This design comes from an exercise in tuning for small area and a short achievable clock period on the open sky130 flow, not from production work.
Function was checked by simulation only, so behaviour that the tests miss may differ from the original.
Power figures rest on the tool's default switching activity, not on a simulated workload.

JK:
Design fpadd_pipelined, start of the top module:
module fpadd_pipelined (input clk,
                        input reset,
                        input [31:0] reg_A,
                        input [31:0] reg_B,
                        output [31:0] out);
Size in the first run: roughly 1300 cells after synthesis.
Settings: LEC_CHECK=0, ABC_AREA=1, CAP_MARGIN=20, CORE_MARGIN=2, CORE_UTILIZATION=40, SETUP_SLACK_MARGIN=3.0, SLEW_MARGIN=20; clock period 6.5 ns.
standard.sh (not shown) runs the stock make flow with config.mk's settings and CLKGATE_MAP_FILE= SYNTH_SCRIPT=/design/flow/synth_recipe.tcl, a recipe that flattens the netlist after the stock synthesis.
==> flow/flow/run.sh <==
#!/bin/bash
# Standard layout (standard.sh) with the smallest buffer on the ports and
# no CTS dummy loads.
bash standard.sh \
  "BUFFER_PORTS_ARGS=-buffer_cell sky130_fd_sc_hd__buf_1" \
  "CTS_ARGS=-sink_clustering_enable -repair_clock_nets -dont_use_dummy_load -buf_list sky130_fd_sc_hd__clkbuf_8" \
  finish > standard.log 2>&1
Edits applied to the flow inputs when going from JK to MS:
diff --git a/flow/flow/run.sh b/flow/flow/run.sh
--- a/flow/flow/run.sh
+++ b/flow/flow/run.sh
@@ -6 +6 @@
-  "CTS_ARGS=-sink_clustering_enable -repair_clock_nets -dont_use_dummy_load -buf_list sky130_fd_sc_hd__clkbuf_8" \
+  "CTS_ARGS=-sink_clustering_enable -repair_clock_nets -dont_use_dummy_load -buf_list sky130_fd_sc_hd__clkbuf_4 -sink_clustering_size 10 -sink_clustering_max_diameter 40" \
diff --git a/flow/config.mk b/flow/config.mk
--- a/flow/config.mk
+++ b/flow/config.mk
@@ -11 +11 @@
-export CORE_UTILIZATION = 40
+export CORE_UTILIZATION = 60
### Flow results
MS completed; timing, DRC and antenna clean
JK -> MS: number of signal-net buffers in the layout decreased by a few percent
| area growth from synthesis to layout | higher: JK |
The via count reported for MS is higher than the one for JK.
The more densely filled core belongs to MS, not JK.
Taking JK as the reference, in MS sequential share of layout area saw an increase, post-CTS repair timing setup buffer count saw a decrease, global routing usage on met1 saw an increase.
diff inputs: MS => AL
==> flow/flow/run.sh <==
#!/bin/bash
# Standard layout (standard.sh) with the smallest buffer on the ports and
# no CTS dummy loads.
bash standard.sh \
  "BUFFER_PORTS_ARGS=-buffer_cell sky130_fd_sc_hd__buf_1" \
  "CTS_ARGS=-sink_clustering_enable -repair_clock_nets -dont_use_dummy_load " \
  finish > standard.log 2>&1
diff --git a/flow/config.mk b/flow/config.mk
--- a/flow/config.mk
+++ b/flow/config.mk
@@ -11 +11 @@
-export CORE_UTILIZATION = 60
+export CORE_UTILIZATION = 40
==> comparison <==
- The setup total negative slack of AL and that of MS are within noise of each other.
- Clock net sink count of MS is on par with AL.
- Compared to MS, the routing of AL uses more wire.
- AL | status: complete | timing, DRC, antenna: pass
--- input diff AL..TR ---
diff --git a/flow/flow/run.sh b/flow/flow/run.sh
--- a/flow/flow/run.sh
+++ b/flow/flow/run.sh
@@ -6 +6 @@
-  "CTS_ARGS=-sink_clustering_enable -repair_clock_nets -dont_use_dummy_load " \
+  "CTS_ARGS=-sink_clustering_enable -repair_clock_nets -dont_use_dummy_load -buf_list sky130_fd_sc_hd__clkbuf_4 -sink_clustering_size 10 -sink_clustering_max_diameter 40" \
--- outcome ---
On inserted tap cell count, TR and AL are neck and neck. A capturing instance or port of the critical path of s0_m[1] is what AL shows, while s0_m[9] belongs to TR. Summary of TR over AL: transition at the pin with the smallest max-transition slack decreased 0.0098 ns; async set or reset register ratio after synthesis saw little to no change.


run 1:
Another version of the RTL of fpadd_pipelined (not shown whole).
Size in the first run: about 98 I/O pins.
Design fpadd_pipelined, start of the top module:
module fpadd_pipelined (input clk,
                        input reset,
                        input [31:0] reg_A,
                        input [31:0] reg_B,
                        output [31:0] out);
  localparam FINE = 3;
  localparam DSEL = 0;
  localparam [7:0] EXP_ADJ = 8'd1;
  wire [7:0] ea = reg_A[30:23];
  wire [7:0] eb = reg_B[30:23];
  wire [7:0] dab, dba;
  wire cab, cba;
  fp_add8 sub_ab(.a(ea), .b(~eb), .cin(1'b1), .s(dab), .cout(cab));
  fp_add8 sub_ba(.a(eb), .b(~ea), .cin(1'b1), .s(dba), .cout(cba));
  wire a_ge_b, exp_ge;
  fp_cmp31 cmp_ab(.a(reg_A[30:0]), .b(reg_B[30:0]), .ge(a_ge_b), .ge_hi(exp_ge));
  wire [7:0] d = exp_ge ? dab : dba;
  wire [4:0] s = d[4:0];
  wire big = |d[7:5];
  wire [7:0] d_hi = exp_le ? dba : dab;
  wire exp_le = cba;
  wire [22:0] fmn = a_ge_b ? reg_B[22:0] : reg_A[22:0];
  wire [23:0] m0 = {1'b1, fmn} >> {s[4:FINE], {FINE{1'b0}}};
  reg        s0_sign, s0_sub, s0_valid;
  reg [7:0]  s0_exp;
  reg [22:0] s0_fmx;
  reg [23:0] s0_m;
  reg [FINE-1:0] s0_shift;
  ...
export LEC_CHECK = 0
export ABC_AREA = 1
export CAP_MARGIN = 10
export CORE_MARGIN = 2
export CORE_UTILIZATION = 40
export SETUP_SLACK_MARGIN = 3.0
export SLEW_MARGIN = 10
export TNS_END_PERCENT = 10
create_clock -name core_clock -period 6.5 [get_ports {clk}]
==> flow/flow/run.sh <==
#!/bin/bash
# Standard layout (standard.sh) with the smallest buffer on the ports and
# no CTS dummy loads.
bash standard.sh \
  "BUFFER_PORTS_ARGS=-buffer_cell sky130_fd_sc_hd__buf_1" \
  "CTS_ARGS=-sink_clustering_enable -repair_clock_nets -dont_use_dummy_load -buf_list {sky130_fd_sc_hd__clkbuf_4 sky130_fd_sc_hd__clkbuf_8}" \
  finish > standard.log 2>&1
Run 1: flow completed, timing, DRC and antenna clean
Modified inputs, run 2 compared to run 1
- swapping 10 for 20 in SLEW_MARGIN
- swapping 10 for 20 in CAP_MARGIN
-- flow/flow/run.sh --
<<< run 1, line 6
  "CTS_ARGS=-sink_clustering_enable -repair_clock_nets -dont_use_dummy_load -buf_list {sky130_fd_sc_hd__clkbuf_4 sky130_fd_sc_hd__clkbuf_8}" \
>>> run 2, line 6
  "CTS_ARGS=-sink_clustering_enable -repair_clock_nets -dont_use_dummy_load -buf_list {sky130_fd_sc_hd__clkbuf_2 sky130_fd_sc_hd__clkbuf_4} -root_buf sky130_fd_sc_hd__clkbuf_8" \
### Flow results
- Going from run 1 to run 2, number of global-route vias before repair was more or less identical, CTS clock-pin slew for the worst setup and hold paths picked up an extra 40 ps, power density of the placed cells lower, final-stage net count held steady.
- Going from run 1 to run 2, final wirelength flat; final setup slack of the worst path down 4.1 ps; layout clock buffer count flat.
- Run 2 vs run 1, non-clock buffer instance count of the final layout went down by 1.
- Going from run 1 to run 2, total number of vias fell by 29, global-route met3 utilization fell by 0.28 points.
Relative to run 2, the following input files were edited for run 3:
-- flow/flow/run.sh --
<<< run 2, line 6
  "CTS_ARGS=-sink_clustering_enable -repair_clock_nets -dont_use_dummy_load -buf_list {sky130_fd_sc_hd__clkbuf_2 sky130_fd_sc_hd__clkbuf_4} -root_buf sky130_fd_sc_hd__clkbuf_8" \
>>> run 3, line 6
  "CTS_ARGS=-sink_clustering_enable -repair_clock_nets -dont_use_dummy_load -buf_list {sky130_fd_sc_hd__clkbuf_4 sky130_fd_sc_hd__clkbuf_8}" SKIP_GATE_CLONING=1 \
[summary]
Reported for run 3 and run 2, setup total negative slack turned out identical to the last digit.
Run 3 has number of filler instances in the final layout below what run 2 had.
As far as power attributed to combinational cells is concerned, run 3 and run 2 perform about the same.

[re-timing with driven ports]
The results above use ideal ports. As a check the final layouts listed here were re-extracted and re-timed, cells and wires unchanged. Step 1 assumes that a clkbuf_16 drives the clock port and a buf_2 every other input. Step 2 times the ports against the registers' clock, not the clock port: input delays grow and output delays shrink by t, the midpoint of the rising clock arrivals with the driver on. a / b / c = ideal ports / drivers / drivers and shift; a / b = the first two.
run	t, ns	setup slack, ns	slew at the worst register clock pin (ns)	pins driven straight from the clock port
JK	0.468	3.108 / 3.114 / 2.646	0.08 / 0.08	1
MS	0.556	3.077 / 3.091 / 2.535	0.11 / 0.11	1
AL	0.450	3.127 / 3.145 / 2.695	0.06 / 0.06	1
TR	0.558	3.105 / 3.116 / 2.558	0.12 / 0.12	1
run 1	0.467	3.174 / 3.184 / 2.718	0.08 / 0.08	1
run 2	0.448	3.170 / 3.179 / 2.732	0.12 / 0.12	1
run 3	0.466	3.182 / 3.192 / 2.726	0.08 / 0.08	1
After both steps setup and hold are still met in every run listed. For TR, which loses most, drivers alone change the setup slack by +0.011 ns; drivers and shift together by -0.547 ns.
